Background: an optimization exercise with open tools, aiming at small area. Do not read the settings as production practice.
Function was checked by simulation only, so behaviour that the tests miss may differ from the original.
Power figures rest on the tool's default switching activity, not on a simulated workload.

==> design/flow/design.v <==
module ROM_16x32(input wire [4:0] g, input wire [4:0] row, input wire [3:0] col, output wire bit_o);
  wire new_n16, new_n17, new_n18, new_n19, new_n20, new_n21, new_n22,
    new_n23, new_n24, new_n25, new_n26, new_n27, new_n28, new_n29, new_n30,
    new_n31, new_n32, new_n33, new_n34, new_n35, new_n36, new_n37, new_n38,
    new_n39, new_n40, new_n41, new_n42, new_n43, new_n44, new_n45, new_n46,
    new_n47, new_n48, new_n49, new_n50, new_n51, new_n52, new_n53, new_n54,
    new_n55, new_n56, new_n57, new_n58, new_n59, new_n60, new_n61, new_n62,
    new_n63, new_n64, new_n65, new_n66, new_n67, new_n68, new_n69, new_n70,
    new_n71, new_n72, new_n73, new_n74, new_n75, new_n76, new_n77, new_n78,
    new_n79, new_n80, new_n81, new_n82, new_n83, new_n84, new_n85, new_n86,
    new_n87, new_n88, new_n89, new_n90, new_n91, new_n92, new_n93, new_n94,
    new_n95, new_n96, new_n97, new_n98, new_n99, new_n100, new_n101,
    new_n102, new_n103, new_n104, new_n105, new_n106, new_n107, new_n108,
    new_n109, new_n110, new_n111, new_n112, new_n113, new_n114, new_n115,
    new_n116, new_n117, new_n118, new_n119, new_n120, new_n121, new_n122,
    new_n123, new_n124, new_n125, new_n126, new_n127, new_n128, new_n129,
    new_n130, new_n131, new_n132, new_n133, new_n134, new_n135, new_n136,
    new_n137, new_n138, new_n139, new_n140, new_n141, new_n142, new_n143,
    new_n144, new_n145, new_n146, new_n147, new_n148, new_n149, new_n150,
    new_n151, new_n152, new_n153, new_n154, new_n155, new_n156, new_n157,
    new_n158, new_n159, new_n160, new_n161, new_n162, new_n163, new_n164,
    new_n165, new_n166, new_n167, new_n168, new_n169, new_n170, new_n171,
    new_n172, new_n173, new_n174, new_n175, new_n176, new_n177, new_n178,
    new_n179, new_n180, new_n181, new_n182, new_n183, new_n184, new_n185,
    new_n186, new_n187, new_n188, new_n189, new_n190, new_n191, new_n192,
    new_n193, new_n194, new_n195, new_n196, new_n197, new_n198, new_n199,
    new_n200, new_n201, new_n202, new_n203, new_n204, new_n205, new_n206,
    new_n207, new_n208, new_n209, new_n210, new_n211, new_n212, new_n213,
    new_n214, new_n215, new_n216, new_n217, new_n218, new_n219, new_n220,
    new_n221, new_n222, new_n223, new_n224, new_n225, new_n226, new_n227,
    new_n228, new_n229, new_n230, new_n231, new_n232, new_n233, new_n234,
    new_n235, new_n236, new_n237, new_n238, new_n239, new_n240, new_n241,
    new_n242, new_n243, new_n244, new_n245, new_n246, new_n247, new_n248,
    new_n249, new_n250, new_n251, new_n252, new_n253, new_n254, new_n255,
    new_n256, new_n257, new_n258, new_n259, new_n260, new_n261, new_n262,
    new_n263, new_n264, new_n265, new_n266, new_n267, new_n268, new_n269,
    new_n270, new_n271, new_n272, new_n273, new_n274, new_n275, new_n276,
    new_n277, new_n278, new_n279, new_n280, new_n281, new_n282, new_n283,
    new_n284, new_n285, new_n286, new_n287, new_n288, new_n289, new_n290,
    new_n291, new_n292, new_n293, new_n294, new_n295, new_n296, new_n297,
    new_n298, new_n299, new_n300, new_n301, new_n302, new_n303, new_n304,
    new_n305, new_n306, new_n307, new_n308, new_n309, new_n310, new_n311,
    new_n312, new_n313, new_n314, new_n315, new_n316, new_n317, new_n318,
    new_n319, new_n320, new_n321, new_n322, new_n323, new_n324, new_n325,
    new_n326, new_n327, new_n328, new_n329, new_n330, new_n331, new_n332,
    new_n333, new_n334, new_n335, new_n336, new_n337, new_n338, new_n339,
    new_n340, new_n341, new_n342, new_n343, new_n344, new_n345, new_n346,
    new_n347, new_n348, new_n349, new_n350, new_n351, new_n352, new_n353,
    new_n354, new_n355, new_n356, new_n357, new_n358, new_n359, new_n360,
    new_n361, new_n362, new_n363, new_n364, new_n365, new_n366, new_n367,
    new_n368, new_n369, new_n370, new_n371, new_n372, new_n373, new_n374,
    new_n375, new_n376, new_n377, new_n378, new_n379, new_n380, new_n381,
    new_n382, new_n383, new_n384, new_n385, new_n386, new_n387, new_n388,
    new_n389, new_n390, new_n391, new_n392, new_n393, new_n394, new_n395,
    new_n396, new_n397, new_n398, new_n399, new_n400, new_n401, new_n402,
    new_n403, new_n404, new_n405, new_n406, new_n407, new_n408, new_n409,
    new_n410, new_n411, new_n412, new_n413, new_n414, new_n415, new_n416,
    new_n417, new_n418, new_n419, new_n420, new_n421, new_n422, new_n423,
    new_n424, new_n425, new_n426, new_n427, new_n428, new_n429, new_n430,
    new_n431, new_n432, new_n433, new_n434, new_n435, new_n436, new_n437,
    new_n438, new_n439, new_n440, new_n441, new_n442, new_n443, new_n444,
    new_n445, new_n446, new_n447, new_n448, new_n449, new_n450, new_n451,
    new_n452, new_n453, new_n454, new_n455, new_n456, new_n457, new_n458,
    new_n459, new_n460, new_n461, new_n462, new_n463, new_n464, new_n465,
    new_n466, new_n467, new_n468, new_n469, new_n470, new_n471, new_n472,
    new_n473, new_n474, new_n475, new_n476, new_n477, new_n478, new_n479,
    new_n480, new_n481, new_n482, new_n483, new_n484, new_n485, new_n486,
    new_n487, new_n488, new_n489, new_n490, new_n491, new_n492, new_n493,
    new_n494, new_n495, new_n496, new_n497, new_n498, new_n499, new_n500,
    new_n501, new_n502, new_n503, new_n504, new_n505, new_n506, new_n507,
    new_n508, new_n509, new_n510, new_n511, new_n512, new_n513, new_n514,
    new_n515, new_n516, new_n517, new_n518;
  assign new_n16 = row[0] & col[0];
  assign new_n17 = ~row[1] & ~new_n16;
  assign new_n18 = row[2] & ~new_n17;
  assign new_n19 = ~row[4] & row[3];
  assign new_n20 = g[1] & new_n19;
  assign new_n21 = ~g[4] & ~g[3];
  assign new_n22 = g[2] & ~g[0];
  assign new_n23 = new_n21 & ~new_n22;
  assign new_n24 = new_n20 & new_n23;
  assign new_n25 = ~new_n18 & new_n24;
  assign new_n26 = g[0] & new_n21;
  assign new_n27 = ~g[4] & ~g[2];
  assign new_n28 = ~g[1] & new_n27;
  assign new_n29 = ~new_n26 & new_n28;
  assign new_n30 = ~g[1] & g[0];
  assign new_n31 = g[1] & ~g[0];
  assign new_n32 = ~new_n30 & ~new_n31;
  assign new_n33 = g[2] & ~new_n32;
  assign new_n34 = new_n21 & new_n33;
  assign new_n35 = ~new_n29 & ~new_n34;
  assign new_n36 = row[4] & ~row[3];
  assign new_n37 = ~row[1] & ~row[0];
  assign new_n38 = ~row[2] & new_n37;
  assign new_n39 = new_n32 & new_n38;
  assign new_n40 = new_n36 & ~new_n39;
  assign new_n41 = ~new_n35 & new_n40;
  assign new_n42 = ~new_n25 & ~new_n41;
  assign new_n43 = ~g[3] & ~g[2];
  assign new_n44 = new_n30 & new_n43;
  assign new_n45 = ~g[0] & new_n19;
  assign new_n46 = g[0] & new_n36;
  assign new_n47 = ~new_n45 & ~new_n46;
  assign new_n48 = ~new_n44 & ~new_n47;
  assign new_n49 = new_n36 & new_n43;
  assign new_n50 = new_n48 & new_n49;
  assign new_n51 = col[1] & ~new_n50;
  assign new_n52 = ~g[3] & new_n27;
  assign new_n53 = new_n35 & ~new_n52;
  assign new_n54 = ~row[4] & row[2];
  assign new_n55 = ~new_n37 & new_n54;
  assign new_n56 = g[1] & ~row[3];
  assign new_n57 = new_n21 & new_n56;
  assign new_n58 = new_n55 & new_n57;
  assign new_n59 = new_n53 & new_n58;
  assign new_n60 = ~row[3] & ~new_n38;
  assign new_n61 = row[1] & row[0];
  assign new_n62 = row[3] & ~row[2];
  assign new_n63 = ~new_n61 & new_n62;
  assign new_n64 = ~new_n60 & ~new_n63;
  assign new_n65 = g[1] & ~new_n64;
  assign new_n66 = new_n55 & ~new_n61;
  assign new_n67 = new_n33 & ~new_n66;
  assign new_n68 = new_n26 & ~new_n67;
  assign new_n69 = ~new_n65 & new_n68;
  assign new_n70 = ~row[2] & ~new_n61;
  assign new_n71 = row[4] & ~new_n37;
  assign new_n72 = new_n70 & new_n71;
  assign new_n73 = row[3] & new_n72;
  assign new_n74 = new_n69 & new_n73;
  assign new_n75 = col[2] & ~new_n74;
  assign new_n76 = ~new_n59 & new_n75;
  assign new_n77 = ~new_n51 & ~new_n76;
  assign new_n78 = new_n42 & ~new_n77;
  assign new_n79 = g[3] & new_n28;
  assign new_n80 = row[2] & row[1];
  assign new_n81 = ~row[0] & ~col[0];
  assign new_n82 = row[0] & ~col[3];
  assign new_n83 = ~new_n81 & ~new_n82;
  assign new_n84 = new_n80 & ~new_n83;
  assign new_n85 = new_n79 & new_n84;
  assign new_n86 = row[2] & new_n37;
  assign new_n87 = ~g[2] & ~col[3];
  assign new_n88 = new_n26 & new_n87;
  assign new_n89 = new_n86 & new_n88;
  assign new_n90 = ~new_n85 & ~new_n89;
  assign new_n91 = new_n19 & ~new_n90;
  assign new_n92 = new_n78 & new_n91;
  assign new_n93 = col[3] & ~new_n78;
  assign new_n94 = col[3] & ~col[0];
  assign new_n95 = row[0] & new_n94;
  assign new_n96 = ~g[4] & ~new_n95;
  assign new_n97 = ~row[2] & ~new_n96;
  assign new_n98 = new_n50 & new_n97;
  assign new_n99 = ~new_n93 & ~new_n98;
  assign new_n100 = ~new_n92 & new_n99;
  assign new_n101 = new_n48 & new_n53;
  assign new_n102 = ~g[2] & ~g[0];
  assign new_n103 = ~g[4] & new_n102;
  assign new_n104 = ~new_n55 & new_n103;
  assign new_n105 = new_n101 & new_n104;
  assign new_n106 = col[0] & new_n37;
  assign new_n107 = new_n105 & ~new_n106;
  assign new_n108 = row[1] & new_n54;
  assign new_n109 = ~row[2] & ~row[1];
  assign new_n110 = row[4] & new_n109;
  assign new_n111 = ~new_n19 & ~new_n36;
  assign new_n112 = ~new_n110 & new_n111;
  assign new_n113 = ~new_n20 & ~new_n112;
  assign new_n114 = ~new_n108 & ~new_n113;
  assign new_n115 = new_n69 & ~new_n114;
  assign new_n116 = ~g[0] & new_n49;
  assign new_n117 = ~g[1] & ~new_n81;
  assign new_n118 = ~row[1] & col[1];
  assign new_n119 = ~new_n16 & ~new_n118;
  assign new_n120 = ~new_n117 & new_n119;
  assign new_n121 = new_n116 & new_n120;
  assign new_n122 = new_n109 & new_n121;
  assign new_n123 = col[2] & col[1];
  assign new_n124 = ~col[2] & ~col[1];
  assign new_n125 = ~new_n123 & ~new_n124;
  assign new_n126 = new_n19 & new_n44;
  assign new_n127 = ~new_n109 & new_n126;
  assign new_n128 = ~new_n125 & ~new_n127;
  assign new_n129 = ~new_n122 & new_n128;
  assign new_n130 = ~new_n115 & new_n129;
  assign new_n131 = ~new_n107 & new_n130;
  assign new_n132 = ~new_n100 & ~new_n131;
  assign new_n133 = ~col[2] & col[1];
  assign new_n134 = col[3] & col[2];
  assign new_n135 = ~col[3] & ~col[2];
  assign new_n136 = ~new_n134 & ~new_n135;
  assign new_n137 = ~col[1] & ~new_n80;
  assign new_n138 = ~new_n136 & new_n137;
  assign new_n139 = ~new_n133 & ~new_n138;
  assign new_n140 = ~new_n19 & ~new_n108;
  assign new_n141 = ~new_n139 & ~new_n140;
  assign new_n142 = ~row[4] & ~col[1];
  assign new_n143 = ~g[2] & ~new_n142;
  assign new_n144 = col[3] & ~col[1];
  assign new_n145 = new_n143 & new_n144;
  assign new_n146 = ~col[2] & ~new_n109;
  assign new_n147 = ~col[2] & col[0];
  assign new_n148 = new_n109 & ~new_n147;
  assign new_n149 = ~new_n146 & ~new_n148;
  assign new_n150 = new_n145 & new_n149;
  assign new_n151 = ~new_n141 & ~new_n150;
  assign new_n152 = new_n56 & ~new_n151;
  assign new_n153 = ~col[1] & ~col[0];
  assign new_n154 = ~col[2] & new_n153;
  assign new_n155 = col[2] & ~new_n153;
  assign new_n156 = ~new_n154 & ~new_n155;
  assign new_n157 = new_n136 & ~new_n156;
  assign new_n158 = ~new_n54 & ~new_n157;
  assign new_n159 = ~new_n64 & ~new_n158;
  assign new_n160 = g[1] & ~new_n159;
  assign new_n161 = g[1] & row[4];
  assign new_n162 = row[0] & new_n80;
  assign new_n163 = ~new_n19 & ~new_n162;
  assign new_n164 = ~col[2] & ~new_n163;
  assign new_n165 = ~new_n66 & ~new_n164;
  assign new_n166 = ~row[3] & ~new_n162;
  assign new_n167 = col[3] & ~new_n166;
  assign new_n168 = col[1] & new_n134;
  assign new_n169 = row[3] & new_n162;
  assign new_n170 = ~new_n168 & ~new_n169;
  assign new_n171 = ~new_n167 & new_n170;
  assign new_n172 = ~new_n165 & new_n171;
  assign new_n173 = ~new_n161 & ~new_n172;
  assign new_n174 = g[2] & ~new_n173;
  assign new_n175 = ~new_n160 & new_n174;
  assign new_n176 = ~new_n152 & ~new_n175;
  assign new_n177 = g[0] & ~new_n176;
  assign new_n178 = row[1] & new_n16;
  assign new_n179 = ~col[1] & ~new_n178;
  assign new_n180 = ~new_n17 & ~new_n179;
  assign new_n181 = new_n54 & new_n180;
  assign new_n182 = ~new_n112 & new_n181;
  assign new_n183 = g[2] & col[3];
  assign new_n184 = ~new_n182 & ~new_n183;
  assign new_n185 = new_n112 & ~new_n181;
  assign new_n186 = ~g[1] & ~g[0];
  assign new_n187 = ~col[2] & new_n186;
  assign new_n188 = ~new_n185 & new_n187;
  assign new_n189 = ~new_n184 & new_n188;
  assign new_n190 = col[1] & ~col[0];
  assign new_n191 = row[2] & new_n190;
  assign new_n192 = col[1] & col[0];
  assign new_n193 = ~col[3] & ~new_n192;
  assign new_n194 = ~row[0] & ~new_n193;
  assign new_n195 = ~new_n191 & ~new_n194;
  assign new_n196 = ~new_n136 & ~new_n153;
  assign new_n197 = ~row[4] & col[2];
  assign new_n198 = g[2] & ~row[3];
  assign new_n199 = ~new_n197 & ~new_n198;
  assign new_n200 = ~new_n44 & new_n199;
  assign new_n201 = ~new_n196 & new_n200;
  assign new_n202 = ~new_n22 & ~new_n55;
  assign new_n203 = ~g[1] & ~row[2];
  assign new_n204 = row[1] & new_n203;
  assign new_n205 = new_n22 & ~new_n204;
  assign new_n206 = ~new_n202 & ~new_n205;
  assign new_n207 = new_n201 & new_n206;
  assign new_n208 = ~new_n195 & new_n207;
  assign new_n209 = ~new_n189 & ~new_n208;
  assign new_n210 = ~new_n177 & new_n209;
  assign new_n211 = new_n21 & ~new_n210;
  assign new_n212 = new_n86 & new_n153;
  assign new_n213 = ~row[0] & col[0];
  assign new_n214 = ~new_n61 & ~new_n213;
  assign new_n215 = col[1] & ~new_n214;
  assign new_n216 = ~row[1] & new_n153;
  assign new_n217 = new_n203 & ~new_n216;
  assign new_n218 = ~new_n215 & new_n217;
  assign new_n219 = ~new_n212 & ~new_n218;
  assign new_n220 = new_n134 & ~new_n219;
  assign new_n221 = ~col[3] & ~new_n118;
  assign new_n222 = new_n86 & ~new_n221;
  assign new_n223 = ~g[0] & row[2];
  assign new_n224 = ~new_n70 & new_n125;
  assign new_n225 = ~new_n223 & ~new_n224;
  assign new_n226 = new_n135 & new_n153;
  assign new_n227 = ~new_n225 & ~new_n226;
  assign new_n228 = ~new_n222 & ~new_n227;
  assign new_n229 = ~g[0] & row[1];
  assign new_n230 = ~new_n16 & new_n229;
  assign new_n231 = col[3] & ~new_n230;
  assign new_n232 = ~new_n223 & new_n231;
  assign new_n233 = ~g[1] & ~new_n232;
  assign new_n234 = ~new_n228 & ~new_n233;
  assign new_n235 = g[0] & ~new_n80;
  assign new_n236 = ~new_n30 & ~new_n235;
  assign new_n237 = row[1] & ~new_n236;
  assign new_n238 = ~new_n234 & ~new_n237;
  assign new_n239 = ~new_n153 & ~new_n192;
  assign new_n240 = new_n37 & ~new_n125;
  assign new_n241 = ~new_n239 & new_n240;
  assign new_n242 = ~new_n238 & ~new_n241;
  assign new_n243 = ~new_n220 & ~new_n242;
  assign new_n244 = col[3] & ~col[2];
  assign new_n245 = ~col[1] & new_n244;
  assign new_n246 = ~new_n192 & ~new_n196;
  assign new_n247 = ~new_n244 & ~new_n246;
  assign new_n248 = ~new_n245 & ~new_n247;
  assign new_n249 = new_n31 & ~new_n248;
  assign new_n250 = row[1] & ~new_n81;
  assign new_n251 = new_n223 & new_n250;
  assign new_n252 = ~row[2] & ~new_n95;
  assign new_n253 = ~col[3] & col[2];
  assign new_n254 = ~g[1] & ~col[1];
  assign new_n255 = ~new_n253 & new_n254;
  assign new_n256 = ~new_n123 & ~new_n255;
  assign new_n257 = ~new_n252 & new_n256;
  assign new_n258 = ~row[0] & ~new_n123;
  assign new_n259 = ~new_n203 & new_n258;
  assign new_n260 = ~col[3] & ~new_n153;
  assign new_n261 = ~new_n259 & new_n260;
  assign new_n262 = ~col[3] & new_n192;
  assign new_n263 = g[1] & ~col[2];
  assign new_n264 = ~new_n82 & new_n263;
  assign new_n265 = ~new_n262 & new_n264;
  assign new_n266 = g[0] & ~new_n265;
  assign new_n267 = ~new_n261 & new_n266;
  assign new_n268 = ~new_n257 & new_n267;
  assign new_n269 = ~new_n251 & ~new_n268;
  assign new_n270 = ~new_n249 & ~new_n269;
  assign new_n271 = new_n19 & ~new_n270;
  assign new_n272 = ~new_n243 & new_n271;
  assign new_n273 = g[0] & new_n37;
  assign new_n274 = ~row[2] & ~new_n178;
  assign new_n275 = ~new_n251 & ~new_n274;
  assign new_n276 = ~new_n273 & ~new_n275;
  assign new_n277 = g[0] & col[2];
  assign new_n278 = new_n153 & new_n277;
  assign new_n279 = ~new_n86 & new_n278;
  assign new_n280 = ~new_n133 & ~new_n279;
  assign new_n281 = ~col[3] & ~new_n280;
  assign new_n282 = ~new_n276 & new_n281;
  assign new_n283 = row[2] & row[0];
  assign new_n284 = ~new_n38 & ~new_n283;
  assign new_n285 = new_n262 & ~new_n284;
  assign new_n286 = col[2] & ~new_n80;
  assign new_n287 = ~new_n168 & ~new_n286;
  assign new_n288 = ~new_n285 & ~new_n287;
  assign new_n289 = ~col[1] & ~new_n16;
  assign new_n290 = ~col[3] & col[0];
  assign new_n291 = new_n80 & ~new_n94;
  assign new_n292 = ~new_n290 & new_n291;
  assign new_n293 = new_n289 & new_n292;
  assign new_n294 = ~col[2] & ~new_n192;
  assign new_n295 = new_n162 & new_n294;
  assign new_n296 = new_n30 & ~new_n295;
  assign new_n297 = ~new_n293 & new_n296;
  assign new_n298 = ~new_n288 & new_n297;
  assign new_n299 = ~new_n282 & ~new_n298;
  assign new_n300 = ~new_n249 & new_n299;
  assign new_n301 = new_n36 & ~new_n300;
  assign new_n302 = ~new_n125 & ~new_n283;
  assign new_n303 = ~row[3] & ~new_n190;
  assign new_n304 = ~col[3] & new_n161;
  assign new_n305 = new_n235 & new_n304;
  assign new_n306 = ~new_n303 & new_n305;
  assign new_n307 = ~new_n302 & new_n306;
  assign new_n308 = ~new_n301 & ~new_n307;
  assign new_n309 = ~new_n272 & new_n308;
  assign new_n310 = g[4] & new_n43;
  assign new_n311 = ~new_n309 & new_n310;
  assign new_n312 = ~row[4] & new_n192;
  assign new_n313 = ~new_n143 & ~new_n312;
  assign new_n314 = new_n162 & ~new_n313;
  assign new_n315 = new_n42 & ~new_n314;
  assign new_n316 = new_n57 & ~new_n315;
  assign new_n317 = new_n36 & new_n103;
  assign new_n318 = ~new_n20 & ~new_n317;
  assign new_n319 = ~new_n35 & ~new_n318;
  assign new_n320 = new_n18 & new_n254;
  assign new_n321 = new_n116 & new_n320;
  assign new_n322 = ~new_n319 & ~new_n321;
  assign new_n323 = ~new_n109 & ~new_n322;
  assign new_n324 = ~new_n316 & ~new_n323;
  assign new_n325 = new_n135 & ~new_n324;
  assign new_n326 = new_n46 & new_n155;
  assign new_n327 = ~g[0] & ~new_n156;
  assign new_n328 = new_n19 & ~new_n277;
  assign new_n329 = ~new_n327 & new_n328;
  assign new_n330 = ~new_n326 & ~new_n329;
  assign new_n331 = ~row[0] & new_n21;
  assign new_n332 = ~new_n330 & new_n331;
  assign new_n333 = new_n53 & ~new_n332;
  assign new_n334 = ~col[2] & new_n181;
  assign new_n335 = col[3] & ~new_n125;
  assign new_n336 = ~col[0] & new_n108;
  assign new_n337 = new_n166 & ~new_n336;
  assign new_n338 = ~new_n335 & ~new_n337;
  assign new_n339 = ~new_n334 & ~new_n338;
  assign new_n340 = row[2] & ~new_n213;
  assign new_n341 = ~col[2] & ~new_n340;
  assign new_n342 = ~col[3] & ~new_n341;
  assign new_n343 = ~row[4] & new_n37;
  assign new_n344 = new_n102 & ~new_n343;
  assign new_n345 = ~new_n342 & new_n344;
  assign new_n346 = new_n65 & new_n345;
  assign new_n347 = ~new_n339 & new_n346;
  assign new_n348 = g[1] & new_n87;
  assign new_n349 = ~new_n183 & ~new_n348;
  assign new_n350 = col[0] & ~new_n349;
  assign new_n351 = col[1] & new_n87;
  assign new_n352 = col[2] & new_n183;
  assign new_n353 = g[0] & ~new_n352;
  assign new_n354 = ~new_n351 & new_n353;
  assign new_n355 = ~new_n350 & new_n354;
  assign new_n356 = ~g[3] & new_n136;
  assign new_n357 = ~row[0] & ~new_n356;
  assign new_n358 = ~g[1] & col[1];
  assign new_n359 = new_n102 & ~new_n358;
  assign new_n360 = ~new_n196 & ~new_n359;
  assign new_n361 = ~new_n44 & ~new_n108;
  assign new_n362 = ~new_n112 & ~new_n361;
  assign new_n363 = new_n360 & new_n362;
  assign new_n364 = ~new_n357 & new_n363;
  assign new_n365 = ~new_n355 & new_n364;
  assign new_n366 = new_n111 & new_n156;
  assign new_n367 = ~g[3] & ~new_n32;
  assign new_n368 = ~new_n284 & ~new_n367;
  assign new_n369 = new_n366 & new_n368;
  assign new_n370 = ~new_n114 & new_n369;
  assign new_n371 = ~new_n365 & ~new_n370;
  assign new_n372 = ~new_n347 & new_n371;
  assign new_n373 = ~new_n333 & ~new_n372;
  assign new_n374 = ~row[1] & col[0];
  assign new_n375 = new_n22 & new_n190;
  assign new_n376 = ~new_n374 & ~new_n375;
  assign new_n377 = col[2] & ~new_n376;
  assign new_n378 = ~col[2] & ~col[0];
  assign new_n379 = g[2] & ~new_n378;
  assign new_n380 = ~new_n133 & ~new_n379;
  assign new_n381 = ~g[0] & ~new_n380;
  assign new_n382 = ~row[1] & ~new_n381;
  assign new_n383 = ~new_n377 & ~new_n382;
  assign new_n384 = new_n58 & ~new_n383;
  assign new_n385 = ~row[4] & new_n16;
  assign new_n386 = ~new_n118 & new_n385;
  assign new_n387 = new_n44 & new_n386;
  assign new_n388 = ~new_n72 & ~new_n387;
  assign new_n389 = row[2] & ~new_n125;
  assign new_n390 = ~new_n62 & ~new_n389;
  assign new_n391 = ~new_n388 & ~new_n390;
  assign new_n392 = ~new_n53 & new_n391;
  assign new_n393 = ~new_n384 & ~new_n392;
  assign new_n394 = new_n136 & ~new_n192;
  assign new_n395 = ~new_n262 & ~new_n394;
  assign new_n396 = ~new_n393 & ~new_n395;
  assign new_n397 = new_n74 & new_n133;
  assign new_n398 = new_n147 & ~new_n162;
  assign new_n399 = ~new_n231 & new_n398;
  assign new_n400 = new_n162 & new_n244;
  assign new_n401 = g[3] & ~new_n277;
  assign new_n402 = ~col[1] & ~new_n253;
  assign new_n403 = ~new_n401 & new_n402;
  assign new_n404 = new_n94 & new_n133;
  assign new_n405 = ~g[3] & ~col[3];
  assign new_n406 = new_n16 & new_n405;
  assign new_n407 = ~new_n404 & ~new_n406;
  assign new_n408 = ~new_n403 & new_n407;
  assign new_n409 = ~new_n400 & new_n408;
  assign new_n410 = ~new_n399 & new_n409;
  assign new_n411 = ~new_n80 & new_n221;
  assign new_n412 = new_n19 & ~new_n274;
  assign new_n413 = ~row[1] & ~col[2];
  assign new_n414 = new_n55 & new_n413;
  assign new_n415 = ~new_n412 & ~new_n414;
  assign new_n416 = ~new_n411 & ~new_n415;
  assign new_n417 = ~new_n410 & new_n416;
  assign new_n418 = ~new_n141 & ~new_n417;
  assign new_n419 = new_n29 & ~new_n418;
  assign new_n420 = ~new_n397 & ~new_n419;
  assign new_n421 = ~new_n396 & new_n420;
  assign new_n422 = ~new_n373 & new_n421;
  assign new_n423 = ~new_n325 & new_n422;
  assign new_n424 = ~new_n311 & new_n423;
  assign new_n425 = ~new_n211 & new_n424;
  assign new_n426 = row[1] & new_n253;
  assign new_n427 = col[1] & ~new_n244;
  assign new_n428 = ~new_n250 & ~new_n427;
  assign new_n429 = ~new_n426 & ~new_n428;
  assign new_n430 = col[2] & ~new_n16;
  assign new_n431 = col[1] & ~new_n430;
  assign new_n432 = ~row[3] & col[2];
  assign new_n433 = ~new_n431 & ~new_n432;
  assign new_n434 = ~new_n429 & ~new_n433;
  assign new_n435 = ~new_n17 & new_n245;
  assign new_n436 = ~new_n434 & ~new_n435;
  assign new_n437 = new_n43 & new_n101;
  assign new_n438 = ~new_n24 & ~new_n437;
  assign new_n439 = ~new_n436 & ~new_n438;
  assign new_n440 = ~new_n245 & ~new_n405;
  assign new_n441 = ~new_n157 & new_n440;
  assign new_n442 = g[1] & new_n317;
  assign new_n443 = ~new_n441 & new_n442;
  assign new_n444 = row[1] & new_n357;
  assign new_n445 = new_n443 & new_n444;
  assign new_n446 = ~new_n109 & ~new_n445;
  assign new_n447 = ~new_n439 & new_n446;
  assign new_n448 = g[4] & g[1];
  assign new_n449 = new_n116 & ~new_n448;
  assign new_n450 = ~new_n126 & ~new_n449;
  assign new_n451 = ~new_n80 & ~new_n450;
  assign new_n452 = ~g[0] & new_n58;
  assign new_n453 = ~new_n451 & ~new_n452;
  assign new_n454 = row[1] & ~col[1];
  assign new_n455 = ~new_n121 & ~new_n454;
  assign new_n456 = ~new_n453 & ~new_n455;
  assign new_n457 = new_n447 & new_n456;
  assign new_n458 = new_n109 & new_n449;
  assign new_n459 = ~new_n105 & ~new_n458;
  assign new_n460 = col[0] & new_n454;
  assign new_n461 = new_n289 & ~new_n460;
  assign new_n462 = ~new_n459 & ~new_n461;
  assign new_n463 = ~row[2] & new_n180;
  assign new_n464 = new_n86 & new_n190;
  assign new_n465 = ~g[0] & ~new_n137;
  assign new_n466 = ~col[1] & ~new_n223;
  assign new_n467 = ~new_n465 & ~new_n466;
  assign new_n468 = ~new_n464 & ~new_n467;
  assign new_n469 = ~new_n463 & new_n468;
  assign new_n470 = new_n21 & ~new_n469;
  assign new_n471 = new_n101 & new_n470;
  assign new_n472 = ~row[3] & new_n66;
  assign new_n473 = g[2] & row[0];
  assign new_n474 = ~new_n44 & ~new_n473;
  assign new_n475 = new_n472 & new_n474;
  assign new_n476 = ~new_n53 & new_n475;
  assign new_n477 = ~new_n471 & ~new_n476;
  assign new_n478 = ~new_n462 & new_n477;
  assign new_n479 = ~new_n457 & new_n478;
  assign new_n480 = new_n253 & ~new_n479;
  assign new_n481 = ~new_n356 & ~new_n460;
  assign new_n482 = new_n443 & new_n481;
  assign new_n483 = ~new_n456 & new_n482;
  assign new_n484 = new_n447 & new_n483;
  assign new_n485 = new_n156 & new_n316;
  assign new_n486 = new_n79 & new_n136;
  assign new_n487 = ~new_n485 & ~new_n486;
  assign new_n488 = ~col[1] & new_n472;
  assign new_n489 = new_n36 & new_n38;
  assign new_n490 = ~new_n488 & ~new_n489;
  assign new_n491 = ~new_n487 & ~new_n490;
  assign new_n492 = new_n332 & new_n348;
  assign new_n493 = row[0] & ~col[1];
  assign new_n494 = ~g[2] & ~row[0];
  assign new_n495 = row[4] & row[3];
  assign new_n496 = ~new_n494 & new_n495;
  assign new_n497 = ~new_n493 & new_n496;
  assign new_n498 = new_n156 & new_n497;
  assign new_n499 = ~new_n53 & new_n498;
  assign new_n500 = ~new_n135 & ~new_n289;
  assign new_n501 = ~new_n253 & new_n289;
  assign new_n502 = ~new_n500 & ~new_n501;
  assign new_n503 = new_n319 & new_n502;
  assign new_n504 = new_n21 & new_n186;
  assign new_n505 = ~new_n335 & new_n504;
  assign new_n506 = new_n133 & new_n213;
  assign new_n507 = new_n79 & new_n506;
  assign new_n508 = ~new_n505 & ~new_n507;
  assign new_n509 = new_n36 & ~new_n508;
  assign new_n510 = ~row[2] & ~new_n509;
  assign new_n511 = ~new_n503 & new_n510;
  assign new_n512 = ~new_n499 & new_n511;
  assign new_n513 = ~new_n492 & new_n512;
  assign new_n514 = ~new_n447 & ~new_n513;
  assign new_n515 = ~new_n491 & ~new_n514;
  assign new_n516 = ~new_n484 & new_n515;
  assign new_n517 = ~new_n480 & new_n516;
  assign new_n518 = new_n425 & new_n517;
  assign bit_o = new_n132 | ~new_n518;
endmodule
`timescale 1ns / 1ps
module Controlador_VGA(
input wire clock, reset,
input wire [7:0] out_seg_hora,out_min_hora,out_hora_hora,
input wire [7:0] out_dia_fecha,out_mes_fecha,out_jahr_fecha,
input wire [7:0] out_seg_timer,out_min_timer,out_hora_timer,
input wire [1:0] out_banderas_config,
input wire AM_PM,
input wire [1:0] config_mode, cursor_location,
output reg alarma_sonora,
output wire hsync, vsync,
output wire [11:0] RGB
);
function ge10(input [9:0] v, input [9:0] k);
	integer i; reg r;
	begin r = 1'b1; for (i = 0; i < 10; i = i + 1) r = k[i] ? (v[i] & r) : (v[i] | r); ge10 = r; end
endfunction
function le10(input [9:0] v, input [9:0] k);
	integer i; reg r;
	begin r = 1'b1; for (i = 0; i < 10; i = i + 1) r = k[i] ? (~v[i] | r) : (~v[i] & r); le10 = r; end
endfunction
reg [1:0] ph;
always @(posedge clock, posedge reset)
	if (reset) ph <= 2'd0; else ph <= ph + 2'd1;
wire tick_fall = ph[1] & ph[0];
reg [9:0] hx, vy;
wire h_end = hx[9] & hx[8] & (&hx[4:0]);    
wire v_end = vy[9] & vy[3] & vy[2];           
always @(posedge clock, posedge reset)
	if (reset) begin hx <= 10'd0; vy <= 10'd0; end
	else if (tick_fall) begin
		hx <= h_end ? 10'd0 : hx + 10'd1;
		if (h_end) vy <= v_end ? 10'd0 : vy + 10'd1;
	end
reg hs_reg, vs_reg;
always @(posedge clock, posedge reset)
	if (reset) begin hs_reg <= 1'b0; vs_reg <= 1'b0; end
	else if (ph != 2'd0) begin
		hs_reg <= (hx >= 10'd656) && (hx <= 10'd751);
		vs_reg <= (vy >= 10'd513) && (vy <= 10'd514);
	end
assign hsync = ~hs_reg;
assign vsync = ~vs_reg;
reg [19:0] al;
reg blink;
wire al_t = (al == 20'b01010100001000100011);
always @(posedge clock, posedge reset)
	if (reset) begin al <= 20'b10101000010001000111; blink <= 1'b0; end
	else begin
		al <= {al[18:0], ~(al[19] ^ al[16]) ^ al_t};
		blink <= blink ^ al_t;
	end
always @* alarma_sonora = out_banderas_config[0] & blink;
reg [9:0] cl;
reg blink_cursor;
wire hl_end = tick_fall & hx[8] & (&hx[3:0]) & ((hx[7] & ~hx[6] & ~hx[5] & ~hx[4]) | (hx[9] & hx[4]));  
wire cl_t = (cl == 10'b0010110000);
always @(posedge clock, posedge reset)
	if (reset) begin cl <= 10'b0101100000; blink_cursor <= 1'b0; end
	else if (hl_end) begin
		cl <= {cl[8:0], ~(cl[9] ^ cl[6]) ^ cl_t};
		blink_cursor <= blink_cursor ^ cl_t;
	end
wire [5:0] xc = hx[9:4];
wire [4:0] yc = vy[9:5];
wire hora_on  = (yc == 5'd3)  && (xc >= 6'd16) && (xc <= 6'd23);
wire fecha_on = (yc == 5'd7)  && (xc >= 6'd5)  && (xc <= 6'd12);
wire timer_on = (yc == 5'd11) && (xc >= 6'd5)  && (xc <= 6'd12);
wire ampm_on  = (yc == 5'd1)  && (xc >= 6'd26) && (xc <= 6'd27);
wire [7:0] d;   
assign d[0] = hx[6:4] == 3'd0; assign d[1] = hx[6:4] == 3'd1;
assign d[2] = hx[6:4] == 3'd2; assign d[3] = hx[6:4] == 3'd3;
assign d[4] = hx[6:4] == 3'd4; assign d[5] = hx[6:4] == 3'd5;
assign d[6] = hx[6:4] == 3'd6; assign d[7] = hx[6:4] == 3'd7;
wire rh = vy[6] & ~vy[7] & ~vy[8];    
wire rf = vy[6] & vy[7];              
wire rt = vy[6] & vy[8];              
wire ra = ~vy[6];                     
wire [3:0] n =
	({4{rh & d[0]}} & out_hora_hora[7:4]) | ({4{rh & d[1]}} & out_hora_hora[3:0]) |
	({4{rh & d[3]}} & out_min_hora[7:4])  | ({4{rh & d[4]}} & out_min_hora[3:0]) |
	({4{rh & d[6]}} & out_seg_hora[7:4])  | ({4{rh & d[7]}} & out_seg_hora[3:0]) |
	({4{rf & d[5]}} & out_dia_fecha[7:4]) | ({4{rf & d[6]}} & out_dia_fecha[3:0]) |
	({4{rf & d[0]}} & out_mes_fecha[7:4]) | ({4{rf & d[1]}} & out_mes_fecha[3:0]) |
	({4{rf & d[3]}} & out_jahr_fecha[7:4]) | ({4{rf & d[4]}} & out_jahr_fecha[3:0]) |
	({4{rt & d[5]}} & out_hora_timer[7:4]) | ({4{rt & d[6]}} & out_hora_timer[3:0]) |
	({4{rt & d[0]}} & out_min_timer[7:4])  | ({4{rt & d[1]}} & out_min_timer[3:0]) |
	({4{rt & d[3]}} & out_seg_timer[7:4])  | ({4{rt & d[4]}} & out_seg_timer[3:0]) |
	({4{(rh & (d[2] | d[5])) | (rt & (d[7] | d[2]))}} & 4'ha) |
	({4{ra}} & {2'b00, hx[4] | AM_PM, ~hx[4]});
wire [4:0] g = {ra | (rf & (d[7] | d[2])), n};
wire fbit;
ROM_16x32 font (.g(g), .row(vy[4:0]), .col(hx[3:0]), .bit_o(fbit));
reg fb;
always @(posedge clock) fb <= fbit;
wire cl2 = cursor_location == 2'd2, cl1 = cursor_location == 2'd1, cl0 = cursor_location == 2'd0;
wire cur_h = (cl2 & (d[0] | d[1])) | (cl1 & (d[3] | d[4])) | (cl0 & (d[6] | d[7]));
wire cur_ft = (cl2 & (d[5] | d[6])) | (cl1 & (d[0] | d[1])) | (cl0 & (d[3] | d[4]));
wire cur_on = blink_cursor & ((hora_on & (config_mode == 2'd1) & cur_h) |
              (((fecha_on & (config_mode == 2'd2)) | (timer_on & (config_mode == 2'd3))) & cur_ft));
wire text_on = hora_on | fecha_on | timer_on;
wire white = text_on & (fb | cur_on);
wire amg = ampm_on & out_banderas_config[1] & fb;
wire [9:0] x = hx, y = vy;
wire xF = ge10(x, 10'd1) && le10(x, 10'd639);
wire xa = ge10(x, 10'd1) && le10(x, 10'd11);
wire xb = ge10(x, 10'd270) && le10(x, 10'd280);
wire xc3 = ge10(x, 10'd281) && le10(x, 10'd290);
wire xd = ge10(x, 10'd628) && le10(x, 10'd638);
wire xL = ge10(x, 10'd1) && le10(x, 10'd280);
wire xR = ge10(x, 10'd281) && le10(x, 10'd639);
wire red = ((ge10(y, 10'd1) && le10(y, 10'd11)) || (ge10(y, 10'd140) && le10(y, 10'd150))) && xF ||
           (ge10(y, 10'd12) && le10(y, 10'd139)) && (xa || xd);
wire blue = ((ge10(y, 10'd151) && le10(y, 10'd160)) || (ge10(y, 10'd270) && le10(y, 10'd280))) && xL ||
            (ge10(y, 10'd161) && le10(y, 10'd269)) && (xa || xb);
wire green = ((ge10(y, 10'd281) && le10(y, 10'd290)) || (ge10(y, 10'd468) && le10(y, 10'd478))) && xL ||
             (ge10(y, 10'd291) && le10(y, 10'd467)) && (xa || xb);
wire cyan = ((ge10(y, 10'd151) && le10(y, 10'd160)) || (ge10(y, 10'd468) && le10(y, 10'd478))) && xR ||
            (ge10(y, 10'd161) && le10(y, 10'd467)) && (xc3 || xd);
wire box = !text_on && !ampm_on;
reg ca, cb, cc;
always @(posedge clock, posedge reset)
	if (reset) {ca, cb, cc} <= 3'd0;
	else if (ph[1]) begin
		ca <= white | amg | (box & (green | cyan));
		cb <= white | (box & (blue | cyan));
		cc <= white | amg | (box & red);
	end
wire r11 = cc & (cb | ~ca);
wire r10 = (~cb & (ca ^ cc)) | (ca & cb & cc);
wire b1 = cb | (ca & cc);
assign RGB = {r11, r10, cc, r11, ca, ca, ca, ca, cb, cb, b1, cb};
endmodule
==> design/flow/flow/run.sh <==
#!/bin/bash
# Own layout flow: the standard ORFS flow (standard.sh) with these changes:
#  - synthesis: ABC maps for area (no delay-driven restructuring, buffering or
#    upsizing; the 10 ns clock has ample slack), and Yosys does not extract
#    half/full adders, so ABC sees all of the logic;
#  - every input and output port still gets its own buffer, but the smallest
#    one (buf_1) instead of the clkdlybuf4s50_1 that buffer_ports picks;
#  - clock tree built from clkbuf_4 cells in clusters of up to 20 registers,
#    without dummy load cells.
# Every ORFS script is used unchanged. Each tool's output goes to a log file
# in this folder.
set -euo pipefail
cp -r "$FLOW_HOME/scripts" scripts_area
cp flow/abc_area_map.script scripts_area/abc_speed.script
KNOBS=(SCRIPTS_DIR="$PWD/scripts_area" ADDER_MAP_FILE=
       "BUFFER_PORTS_ARGS=-buffer_cell sky130_fd_sc_hd__buf_1"
       CTS_BUF_LIST=sky130_fd_sc_hd__clkbuf_16
       "CTS_ARGS=-sink_clustering_enable -repair_clock_nets -buf_list sky130_fd_sc_hd__clkbuf_16 -sink_clustering_size 60 -sink_clustering_max_diameter 500 -dont_use_dummy_load")
bash standard.sh "${KNOBS[@]}" synth > synth.log 2>&1
bash standard.sh "${KNOBS[@]}" finish > layout.log 2>&1
test -s out/final.def
==> design/flow/flow/abc_area_map.script <==
strash
&get -n
&st
&dch
&nf -R 1000
&put
topo
stime -c
==> design/flow/standard.sh <==
#!/bin/bash
# synth_recipe.tcl (not shown) runs the flow's synth.tcl, then flattens the netlist and writes it again
# the make line also repeats each setting of config.mk as NAME=value (left out here)
make -C /OpenROAD-flow-scripts/flow DESIGN_CONFIG=/design/flow/config.mk WORK_HOME=/design/flow/orfs CLKGATE_MAP_FILE= SYNTH_SCRIPT=/design/flow/synth_recipe.tcl "${@:-finish}"
==> design/flow/config.mk <==
export PLATFORM = sky130hd
export DESIGN_NAME = Controlador_VGA
export DESIGN_NICKNAME = Controlador_VGA
export VERILOG_FILES = /design/flow/design.v
export SDC_FILE = /design/flow/constraint.sdc
export NUM_CORES = 4
export LEC_CHECK = 0
export CAP_MARGIN = 20
export CORE_MARGIN = 2
export CORE_UTILIZATION = 40
export SLEW_MARGIN = 20
==> design/flow/constraint.sdc <==
create_clock -name core_clock -period 10.0 [get_ports {clock}]
set_input_delay 2.0000 -clock core_clock [delete_from_list [all_inputs] [get_ports {clock}]]
set_output_delay 2.0000 -clock core_clock [all_outputs]
set_load 0.01 [all_outputs]
==> results by group, run 1 <==
Global route
  • GR Layer Usage met3: between 6 and 7%
  • All-Layer GR Usage: 29.5%
  • Vias in the first global route: 5663
  • M1 GR Usage: roughly two fifths
  • Aggregate global routing overflow: 0
  • Met2 usage in global routing: ~45%
  • Largest net degree at the start of global routing: 60
  • Grt peak-use layer: met2
  • Initial antenna violation count: 0
  • First-pass GRT wire length: 30500 um

Drt
  • Vias per inst: 6.50
  • Final ANT Viol Nets: 0
  • Drt initial violations: 930
  • Routed wire per std cell: 20.9 um
  • Number of remaining DRC errors: 0
  • Via count: 6168
  • WL final: between 15000 and 20000 um
  • DRT Pass-1 Iters: 6

Yosys
  • Synth Area in XOR/XNOR: 1.94%
  • Simple-gate area share of the yosys netlist: about a third
  • Post-synth top area share: 24.2%
  • Avg Synthesized Cell Area: 7.33 um2
  • Synth Area in Compound Gates: 30.1%
  • Library cells used by synthesis: 57
  • Post-Synth Adder-Cell Area: 0%
  • Number of synthesized register bits: 60
  • Ys async rst share: 98.3%
  • Synth top area cells: dfrtp_1, nor2_1, nand2_1, o21ai_0, dfstp_2
  • Post-Syn Area: 4960 um2
  • Mapped Cells: between 600 and 700
  • Synthesized Nets: 758
  • Cell taking the most area after synthesis: dfrtp_1
  • Largest family of logic cells by synthesized area: simple AND/OR/NAND/NOR gates
  • Number of synthesized flops with an enable pin: 0
  • Warnings, synthesis: 1
  • Synth Flop Type: dfrtp_1
  • Multiplexer area fraction after synthesis: 2.47%
  • Seq/Total Area, Yosys: 30.4%

Placed design
  • Buffers on Ports: 95
  • GPL Wtd Cong: 1.01
  • DPL Wire Length: between 10000 and 15000 um
  • Worst slack, placed: 3.17 ns
  • Cell Area, Placed: 5540 um2

Flow run
  • Max_cap viols: 0

Timing
  • Min cycle time layout: 6.58 ns
  • Fin. Hold Viols: 0
  • Max-slew violation count: 0
  • Clk_skew: 0.0140 ns
  • Fmax achieved: 0.152 GHz
  • Final period util: between 60% and 70%
  • Setup ws final: 3.42 ns
  • Setup TNS: 0 ns
  • Setup-failing EPs final: 0
  • Worst slew pin tran: 1.02 ns
  • Unrepaired setup endpoints after global routing: no
  • Rel. slew slack: 32.3%
  • WHS: 0.368 ns

Floorplanning
  • DIE WIDTH: 115 um
  • Initial Util: 41.2%
  • Core area: about 12000 um2
  • Die area: 13300 um2
  • Row count: 40
  • Die height: 115 um
  • I/O Pins: 96

Worst setup path
  • Crit. End Element: flop
  • Arr. time, crit path: 6.79 ns
  • Worst EP required: roughly 10 ns
  • WS Path Type: in -> reg
  • Critical path fanouts, max: 16
  • R2r setup slk: 3.87 ns
  • CP Launch Type: input port

Power
  • Pwr dens: roughly 89 nW/um2
  • Peak VDD IR: a little under 0.06 mV
  • Pleak: 2.04 nW
  • Pwr Total: 0.000516 W

Clocking
  • CTS Buf Count: 9
  • H-tree Lvls: 3
  • Later-pin clock latency in the skew report: 0.33 ns
  • # resized after CTS: 0
  • Num Clock Sinks: 60
  • Hold buffers post-CTS: 0
  • Post-CTS setup buffer count: 0
  • Clock buffer depth: 2
  • CTS tree: done
  • CTS Root Cell: clkbuf_16
  • Clock slew at reported path FFs: 0.05 ns

Layout
  • FILL cells: ~1200
  • Layout net count: 864
  • Area of the multi-input gates: 3290 um2
  • # diodes: 0
  • Final instance area: between 5000 and 6000 um2
  • Area growth syn-to-layout: 16.1%
  • Most flops, register: al
  • Max reg flops: 20
  • Register cell area after layout: 1510 um2
  • Share of cells above drive strength 1: 4.35%

Run status
  • Outcome: no timing/DRC/antenna violations

Min path
  • Hold Crit Class: reg -> reg
==> routing by layer <==
metal  vias to the layer above  share of wire [%]  wire length [um]
met5                         -                  0                 0
met4                         0                4.6               912
met3                        69                9.3              1860
met2                       413                 44              8740
met1                      2889                 42              8360
li1                       2797                  -                 -
==> final cells by class <==
| class | instances | share of cell area [%] |
|---|---|---|
| Timing Repair Buffer | 107 | 7.75 |
| Clock buffer | 9 | 3.91 |
| Tap cell | 168 | 3.65 |
| Inverter | 20 | 1.30 |
| Sequential cell | 60 | 26.2 |
| Multi-Input combinational cell | 585 | 57.2 |
==> kinds of logic (layout without fill, tap and decap cells) <==
kind of cell              count (synthesis)  count (layout)
muxes                                    11              11
buffers and inverters                    32             136
DFF                                      60              60
and+or+nand+nor                         335             335
xor gates and xnor gates                 11              11
AOI/OAI and AO/OA                       228             228
==> critical path, stage by stage <==
cell      delay [ns]
buf_1           0.07
a222oi_1        0.30
nand3_1         0.14
a221o_1         0.28
a221o_1         0.27
a221o_1         0.26
a221o_1         0.27
a221o_1         0.26
a221o_1         0.25
a211oi_1        0.21
o21ai_0         0.12
buf_4           0.23
nor2_1          0.23
nand2b_1        0.20
nand2_1         0.09
o31ai_1         0.31
a21o_1          0.24
nand2b_1        0.19
o31ai_1         0.09
o21ai_0         0.14
nand2_1         0.08
mux2_1          0.32
a21oi_1         0.14
nand4_1         0.09
==> worst paths after layout <==
check / startpoint / to / cells past startpoint
worst max-delay path: out_hora_hora[5] / fb$_DFF_P_ / 24
worst min-delay path: al[7]$_DFF_PP0_ / al[8]$_DFF_PP0_ / 0
worst max register to register: hx[6]$_DFFE_PP0P_ / fb$_DFF_P_ / 25
worst min register to register: al[7]$_DFF_PP0_ / al[8]$_DFF_PP0_ / 0
max in group asynchronous: reset / hx[7]$_DFFE_PP0P_ / 3
min in group asynchronous: reset / vy[9]$_DFFE_PP0P_ / 3
==> cell usage in the layout, fill, tap and decap left out, drive strengths merged, types with 4 or more instances in the layout <==
cell,n
clkbuf,9
o21a,4
o2111ai,4
nor2b,5
nand4,7
dfstp,11
a22oi,9
nor4,15
nand2,95
or2,5
a22o,4
dfrtp,48
or3,4
buf,107
clkinv,19
a222oi,4
nand2b,12
a221oi,10
a211oi,9
a221o,10
o31ai,4
a31oi,15
o21ai,58
nor2,97
and2,5
and3,9
nor3,33
o32ai,6
mux2,10
nand3,30
o22ai,10
o211ai,7
a21oi,52
xnor2,8
==> power breakdown <==
part	switching (W)	leakage, nW	internal (W)
Sequential	0	0.743	0.000244
Combinational	0.0000135	1.18	0.00000883
Clock	0.0000933	0.111	0.000156
Total	0.000107	2.04	0.000409
==> synth_stat cells, drive strengths merged, types with 4 or more instances <==
master,instances
o22ai,10
or2,5
a21oi,52
and2,5
dfstp,11
or3,4
a31oi,15
nand4,7
a211oi,9
o21a,4
nand2b,12
nor2b,5
nor3,33
a22o,4
and3,9
nor2,97
o21ai,58
nand2,95
o32ai,6
o211ai,7
nand3,30
xnor2,8
mux2,10
a221oi,10
buf,12
a222oi,4
dfrtp,48
a221o,10
nor4,15
clkinv,20
a22oi,9
o31ai,4
o2111ai,4
==> through the flow <==
step	utilization, %	instances
after floorplan	-	677
after global placement	45.9	940
after detailed placement	45.9	940
after CTS	47.8	949
after global routing	47.8	949
final	47.8	949
==> inputs of run 2 (changes only) <==
==> design/flow/run.sh (new file) <==
#!/bin/bash
# synth_recipe.tcl (not shown) runs the flow's synth.tcl, then flattens the netlist and writes it again
# the make line also repeats each setting of config.mk as NAME=value (left out here)
make -C /OpenROAD-flow-scripts/flow DESIGN_CONFIG=/design/flow/config.mk WORK_HOME=/design/flow/orfs CLKGATE_MAP_FILE= SYNTH_SCRIPT=/design/flow/synth_recipe.tcl finish
removed: design/flow/flow/run.sh
removed: design/flow/flow/abc_area_map.script
removed: design/flow/standard.sh
==> run 2 against run 1 <==
Clock skew up 0.0026 ns; combinational power up 120%; setup slack better by 0.85 ns; global-route usage up 0.77 points; core utilization up 0.19 points; sequential share of layout area down 6.2 points; register-to-register slack better by 1.1 ns; power up 18%; maximum frequency up 15%; sequential power about the same; wire length up 28%.
==> results by group, run 2 <==
Clocking
  • CTS Root Cell: clkbuf_16
  • Later-pin clock latency in the skew report: 0.34 ns
  • H-tree Lvls: 3
  • Clock buffer depth: 2
  • Post-CTS setup buffer count: 0
  • Clock slew at reported path FFs: 0.07 ns
  • Num Clock Sinks: 60
  • CTS tree: done
  • CTS Buf Count: 9
  • Hold buffers post-CTS: 0
  • # resized after CTS: 0

Global route
  • Initial antenna violation count: 1
  • First-pass GRT wire length: slightly below 40000 um
  • Vias in the first global route: approximately 7000
  • All-Layer GR Usage: a little under a third
  • Largest net degree at the start of global routing: 53
  • Aggregate global routing overflow: 0

Power
  • Peak VDD IR: 0.127 mV
  • Pwr Total: just over 0.0006 W
  • Pleak: 2.78 nW
  • Pwr dens: approximately 81 nW/um2

Worst setup path
  • Crit-path cells: clkdlybuf4s50_1 -> and4b_1 -> o31ai_1 -> o221a_1 -> nand4_2 -> inv_2 -> ha_1 -> inv_1 -> nor3_4 -> nand2_2 -> a21oi_2 -> o21ai_1 -> mux2_4 -> a2111o_1
  • Crit path largest cell delay: 0.48 ns
  • Crit. End Element: flop
  • Arr. time, crit path: 5.96 ns
  • Slowest stage cell, crit path: inv_2
  • Critical path fanouts, max: 15
  • R2R Path End: fb$_DFF_P_
  • R2r setup slk: 4.99 ns
  • Reg-to-reg critical path startpoint: hx[5]$_DFFE_PP0P_
  • Reg2Reg Depth: 13
  • CP Launch Type: input port
  • WS Path Type: in -> reg
  • Worst EP required: 10.23 ns

Yosys
  • Cell taking the most area after synthesis: dfrtp_1
  • Top post-synthesis cells by count: nor2_1, nand2_1, a21oi_1, o21ai_0, dfrtp_1
  • Library cells used by synthesis: between 90 and 100
  • Avg Synthesized Cell Area: 7.74 um2
  • Number of synthesized flops with an enable pin: 0
  • Cell with the most instances after synthesis: nor2_1
  • Number of synthesized register bits: 60
  • Synth top area cells: dfrtp_1, ha_1, dfstp_2, a21oi_1, o21ai_0
  • Synth Flop Type: dfrtp_1
  • Ys async rst share: 98.3%
  • Seq/Total Area, Yosys: 23.6%
  • Post-Syn Area: 6390 um2
  • Warnings, synthesis: 1
  • Mapped Cells: 826
  • Synthesized Nets: 939
  • Post-synth top area share: a little under a fifth

Min path
  • Hold Crit Class: reg -> reg
  • WHS Endpoint: al[2]$_DFF_PP1_
  • Min-delay src: al[1]$_DFF_PP1_
  • Hold depth: 0

Floorplanning
  • Row count: 46
  • Core area: 15800 um2
  • Initial Util: 40.5%
  • Die height: roughly 130 um
  • Die area: 17000 um2
  • I/O Pins: 96
  • DIE WIDTH: 130 um

Placed design
  • GPL Wtd Cong: 0.994
  • Worst slack, placed: 3.98 ns
  • Buffers on Ports: 95
  • DPL Wire Length: 18200 um
  • Cell Area, Placed: ~7300 um2

Layout
  • Most flops, register: al
  • Max reg flops: 20
  • Area growth syn-to-layout: 18.3%
  • Layout net count: 979
  • FILL cells: 1617
  • Final instance area: around 7600 um2
  • Commonest non-fill, non-tap cell in the layout: clkdlybuf4s50_1
  • Share of cells above drive strength 1: approximately 7.8%
  • Commonest non-fill, non-tap cells in the layout: clkdlybuf4s50_1, nor2_1, nand2_1
  • # diodes: 0

Timing
  • Clk_skew: 0.0166 ns
  • Unrepaired setup endpoints after global routing: no
  • Fin. Hold Viols: 0
  • Worst slew pin tran: roughly 1.1 ns
  • Setup-failing EPs final: 0
  • Setup ws final: roughly 4.3 ns
  • Min cycle time layout: 5.74 ns
  • Max-slew violation count: 0
  • Final period util: 57.4%
  • WHS: 0.348 ns
  • Rel. slew slack: 27.3%
  • Fmax achieved: 0.174 GHz
  • Setup TNS: 0 ns

Drt
  • Final ANT Viol Nets: 0
  • Number of remaining DRC errors: 0
  • Vias per inst: 6.56
  • DRT Pass-1 Iters: 6
  • WL final: 25400 um
  • Drt initial violations: about 940
  • Routed wire per std cell: 23.4 um
  • Via count: slightly above 7000

Flow run
  • Max_cap viols: 0

Run status
  • Outcome: no timing/DRC/antenna violations
run 2: cell types whose count changed in the layout (fill, tap and decap cells not counted), moves of 10 or more:
| cell | previous run | this run |
|---|---|---|
| buf_1 | 95 | 0 |
| clkdlybuf4s50_1 | 0 | 95 |
| clkinv_1 | 19 | 3 |
| ha_1 | 0 | 32 |
| inv_1 | 0 | 29 |
| mux2_1 | 10 | 0 |
| mux2_2 | 0 | 10 |
| mux2i_1 | 1 | 20 |
| nand2_1 | 95 | 72 |
| nor2_1 | 97 | 74 |
run 2: metal layers:
| layer | global-route usage [%] | share of wire, % | up-vias | wire length (um) |
|---|---|---|---|---|
| li1 | - | - | 3175 | - |
| met1 | 41.8 | 43 | 3404 | 11000 |
| met2 | 46.9 | 43 | 465 | 11000 |
| met3 | 6.51 | 9.8 | 86 | 2490 |
| met4 | 11.1 | 3.3 | 2 | 848 |
| met5 | 0 | 0.18 | - | 46 |
run 2: cell families after synthesis:
| logic type | Yosys count | synth area share (%) |
|---|---|---|
| flip-flops | 60 | 23.6 |
| multiplexers | 31 | 5.13 |
| XOR/XNOR | 13 | 1.78 |
| AND/OR/NAND/NOR | 335 | 28.5 |
| adder cells (fa/ha/maj) | 34 | 6.58 |
| buffers and inverters | 111 | 8.81 |
| AO/OA/AOI/OAI | 242 | 25.6 |
run 2: layout make-up:
class	instances	area (um2)	share of cell area [%]
Tap cell	216	270	3.57
Multi-Input combinational cell	655	4330	57.2
Inverter	36	135	1.79
Sequential cell	60	1510	20.0
Timing Repair Buffer	104	1020	13.5
Clock buffer	9	225	2.98
Clock inverter	7	75.1	0.993
run 2: where the power goes:
part / total, W / switching, W / internal (W)
sequential: 0.000243 / 0 / 0.000243
combinational: 0.0000491 / 0.0000171 / 0.0000320
clock: 0.000318 / 0.000124 / 0.000194
run 2: how the worst max path moves through the flow:
stage	startpoint	to	slack, ns	cells after the start
2_1_floorplan	out_seg_hora[5]	fb$_DFF_P_	5.25	14
3_3_place_gp	out_jahr_fecha[1]	fb$_DFF_P_	4.02	14
3_5_place_dp	out_jahr_fecha[1]	fb$_DFF_P_	3.98	14
4_1_cts	out_jahr_fecha[1]	fb$_DFF_P_	4.32	14
5_1_grt	out_jahr_fecha[1]	fb$_DFF_P_	4.06	14
6_report	out_seg_hora[5]	fb$_DFF_P_	4.26	14
run 2: through the flow:
step | utilization (%) | instances
2_1_floorplan | - | 826
3_3_place_gp | 46.0 | 1071
3_5_place_dp | 46.0 | 1071
4_1_cts | 48.0 | 1087
5_1_grt | 48.0 | 1087
6_report | 48.0 | 1087
run 2: critical path, delay by kind of cell:
kind / cells / cell delay (ns)
multiplexers: 1 / 0.30
adder cells (fa/ha/maj): 1 / 0.38
AO/OA/AOI/OAI: 5 / 1.13
buffers and inverters: 3 / 1.04
AND/OR/NAND/NOR: 4 / 1.10
==> inputs of run 3 (changes only) <==
==> design/flow/flow/run.sh (new file) <==
#!/bin/bash
# Own layout flow: the standard ORFS flow (standard.sh) with one change to
# synthesis: ABC maps for area (no delay-driven restructuring, buffering or
# upsizing; the 10 ns clock has ample slack) and Yosys does not extract
# half/full adders, so ABC sees all of the logic. Every other script is ORFS's
# own, unchanged. Each tool's output goes to a log file in this folder.
set -euo pipefail
cp -r "$FLOW_HOME/scripts" scripts_area
cp flow/abc_area_map.script scripts_area/abc_speed.script
bash standard.sh SCRIPTS_DIR="$PWD/scripts_area" ADDER_MAP_FILE= synth > synth.log 2>&1
bash standard.sh SCRIPTS_DIR="$PWD/scripts_area" ADDER_MAP_FILE= finish > layout.log 2>&1
test -s out/final.def
==> design/flow/flow/abc_area_map.script (new file) <==
strash
&get -n
&st
&dch
&nf -R 1000
&put
topo
stime -c
==> design/flow/standard.sh (new file) <==
#!/bin/bash
# synth_recipe.tcl (not shown) runs the flow's synth.tcl, then flattens the netlist and writes it again
# the make line also repeats each setting of config.mk as NAME=value (left out here)
make -C /OpenROAD-flow-scripts/flow DESIGN_CONFIG=/design/flow/config.mk WORK_HOME=/design/flow/orfs CLKGATE_MAP_FILE= SYNTH_SCRIPT=/design/flow/synth_recipe.tcl "${@:-finish}"
removed: design/flow/run.sh
==> run 3 against run 2 <==
Critical endpoint unchanged; combinational power fell by 13%; count of clock-buffer cells in the layout is 4 higher; design area down 15%; non-clock buffer count fell by 1; highest routed layer is now met4; largest cell class unchanged; wire length is 21% lower; clock skew shrank 0.011 ns.
==> results by group, run 3 <==
Run status
  • Outcome: no timing/DRC/antenna violations

Layout
  • FILL cells: 1163
  • Post-route insts no fill: 952
  • Layout net count: 860
  • Area growth syn-to-layout: 29.8%
  • Register cell area after layout: 1510 um2
  • # diodes: 0
  • Share of cells above drive strength 1: 4.72%
  • Max reg flops: 20
  • Most flops, register: al
  • Commonest non-fill, non-tap cell in the layout: nor2_1
  • Area of the multi-input gates: 3300 um2
  • Commonest non-fill, non-tap cells in the layout: nor2_1, nand2_1, clkdlybuf4s50_1

Drt
  • Routed wire per std cell: ~21 um
  • Number of remaining DRC errors: 0
  • WL final: 20100 um
  • DRT Pass-1 Iters: 6
  • Vias per inst: 6.55
  • Via count: ~6200
  • Drt initial violations: 985
  • Final ANT Viol Nets: 0

Global route
  • Initial antenna violation count: 0
  • All-Layer GR Usage: 30.0%
  • Vias in the first global route: 5876
  • First-pass GRT wire length: between 30000 and 40000 um
  • Aggregate global routing overflow: 0
  • Largest net degree at the start of global routing: 60

Timing
  • Setup-failing EPs final: 0
  • Min cycle time layout: 7.00 ns
  • Worst slew pin tran: 1.14 ns
  • Rel. slew slack: 22.9%
  • Fin. Hold Viols: 0
  • Fmax achieved: 0.143 GHz
  • Final period util: a little over two thirds
  • Unrepaired setup endpoints after global routing: no
  • Clk_skew: 0.00527 ns
  • WHS: around 0.37 ns
  • Setup TNS: 0 ns
  • Max-slew violation count: 0

Yosys
  • Number of synthesized register bits: 60
  • Number of synthesized flops with an enable pin: 0
  • Post-Syn Area: 4960 um2
  • Synth Flop Type: dfrtp_1
  • Library cells used by synthesis: 57
  • Post-synth top area share: 24.2%
  • Top post-synthesis cells by count: nor2_1, nand2_1, o21ai_0, a21oi_1, dfrtp_1
  • Avg Synthesized Cell Area: ~7.3 um2
  • Ys async rst share: 98.3%
  • Warnings, synthesis: 1
  • Mapped Cells: roughly 680
  • Synthesized Nets: ~760
  • Synth top area cells: dfrtp_1, nor2_1, nand2_1, o21ai_0, dfstp_2
  • Seq/Total Area, Yosys: 30.4%
  • Cell taking the most area after synthesis: dfrtp_1
  • Cell with the most instances after synthesis: nor2_1

Clocking
  • H-tree Lvls: 3
  • Post-CTS setup buffer count: 0
  • # resized after CTS: 0
  • Hold buffers post-CTS: 0
  • Later-pin clock latency in the skew report: 0.32 ns
  • Num Clock Sinks: 60
  • Clock buffer depth: 2
  • CTS Root Cell: clkbuf_16
  • CTS Buf Count: 9
  • CTS tree: done
  • Clock slew at reported path FFs: ~0.05 ns

Power
  • Pwr dens: roughly 97 nW/um2
  • Peak VDD IR: 0.0844 mV
  • Pleak: 2.33 nW

Worst setup path
  • Crit. End Element: flop
  • Critical path launch point: out_hora_hora[5]
  • Arr. time, crit path: 7.18 ns
  • Critical path fanouts, max: 16
  • CP Launch Type: input port
  • Worst EP required: 10.19 ns
  • Reg-to-reg critical path startpoint: hx[6]$_DFFE_PP0P_
  • WS Path Type: in -> reg

Placed design
  • Buffers on Ports: 95
  • Placed Instances: 936
  • DPL Wire Length: 14900 um
  • GPL Wtd Cong: 1.01

Floorplanning
  • Die area: 13300 um2
  • I/O Pins: 96
  • Initial Util: 41.2%
  • DIE WIDTH: 115 um
  • Core area: between 10000 and 15000 um2
  • Row count: 40
  • Die height: 115 um

Flow run
  • Max_cap viols: 0

Min path
  • Min-delay src: al[1]$_DFF_PP1_
  • Hold Crit Class: reg -> reg
## run 3: cell types whose count changed after synthesis, moves of 17 or more
cell,previous run,this run
clkbuf_1,34,0
ha_1,32,0
inv_1,30,0
nand2_1,72,95
nor2_1,74,97
mux2i_1,20,1
clkinv_1,3,20
## run 3: layout make-up
class / instances / area share [%]
multi-input cells: 585 / 51.2
clock inverters: 3 / 1.05
flip-flops and latches: 60 / 23.4
well taps: 168 / 3.26
repair buffers: 103 / 15.7
clock buffers: 13 / 4.19
inverters: 20 / 1.17
## run 3: path summary, 6_finish.rpt
path,end,slack (ns),depth (start not counted)
hold reg to reg,al[2]$_DFF_PP1_,0.37,0
min in group asynchronous,vs_reg$_DFFE_PP0P_,2.20,3
hold / removal,al[2]$_DFF_PP1_,0.37,0
setup / recovery,fb$_DFF_P_,3.00,24
setup reg to reg,fb$_DFF_P_,3.81,25
max in group asynchronous,hx[6]$_DFFE_PP0P_,7.33,3
## run 3: critical path: stages
cell and delay [ns]:
clkdlybuf4s50_1 0.41, a222oi_1 0.35, nand3_1 0.14, a221o_1 0.28
a221o_1 0.27, a221o_1 0.27, a221o_1 0.27, a221o_1 0.26
a221o_1 0.26, a211oi_1 0.19, o21ai_0 0.11, buf_4 0.23
nor2_1 0.21, nand2b_1 0.19, nand2_1 0.09, o31ai_1 0.36
a21o_1 0.26, nand2b_1 0.19, o31ai_1 0.08, o21ai_0 0.13
nand2_1 0.09, mux2_1 0.31, a21oi_1 0.12, nand4_1 0.12
## run 3: power by group
group	internal (W)	total, W	switching (W)	leakage, nW
clock network	0.000238	0.000341	0.000102	0.162
registers	0.000243	0.000243	0	0.743
logic	0.0000290	0.0000428	0.0000138	1.42
total	0.000511	0.000627	0.000116	2.33
## run 3: per-stage QoR
step           area, um2  setup slack (ns)  total power [W]  util (%)
3_3_place_gp        6100              2.86         0.000289      50.6
3_5_place_dp        6100              2.81         0.000290      50.6
4_1_cts             6440              3.09         0.000631      53.4
6_report            6440              3.00         0.000627      53.4
2_1_floorplan       4960              3.49         0.000254         -
5_1_grt             6440              2.56         0.000644      53.4
## run 3: kinds of logic after synthesis
logic type,Yosys count,synth area share (%)
and+or+nand+nor,335,31.7
AOI/OAI and AO/OA,228,30.1
DFF,60,30.4
buffers and inverters,32,3.33
xor gates and xnor gates,11,1.94
muxes,11,2.47
## run 3: routing by layer
layer  GRT usage (%)  up-vias  share of wire [%]
li1                -     2811                  -
met1            40.8     2918                 41
met2            48.0      440                 46
met3            4.86       66                 10
met4            11.3        0                3.2
met5               0        -                  0

[separate check: timing with driven ports]
No port has a modelled driver above. Below, the same layouts with a new extraction and two added sets of constraints. Step 1 sets driving cells, clkbuf_16 on the clock port and buf_2 on the other inputs (assumed; they add their load-dependent delay and slew). Step 2, shift: input delay + t, output delay - t, t = (earliest + latest rising clock arrival at the registers) / 2. This alone moves slack from input paths to output paths. Slacks: ideal / step 1 / step 2; pairs: ideal / step 1.
| run | shift t [ns] | setup WS [ns] | slew at the worst register clock pin (ns) | worst data-port slew with drivers (ns) |
|---|---|---|---|---|
| run 1 | 0.362 | 3.415 / 3.430 / 3.068 | 0.05 / 0.05 | 0.04 |
| run 2 | 0.374 | 4.265 / 4.278 / 3.904 | 0.07 / 0.07 | 0.06 |
| run 3 | 0.358 | 3.001 / 3.012 / 2.653 | 0.05 / 0.05 | 0.06 |
After both steps every run listed still meets setup and hold. The setup slack of run 2, which loses most, moves by +0.013 ns with the drivers and by -0.361 ns with both steps.
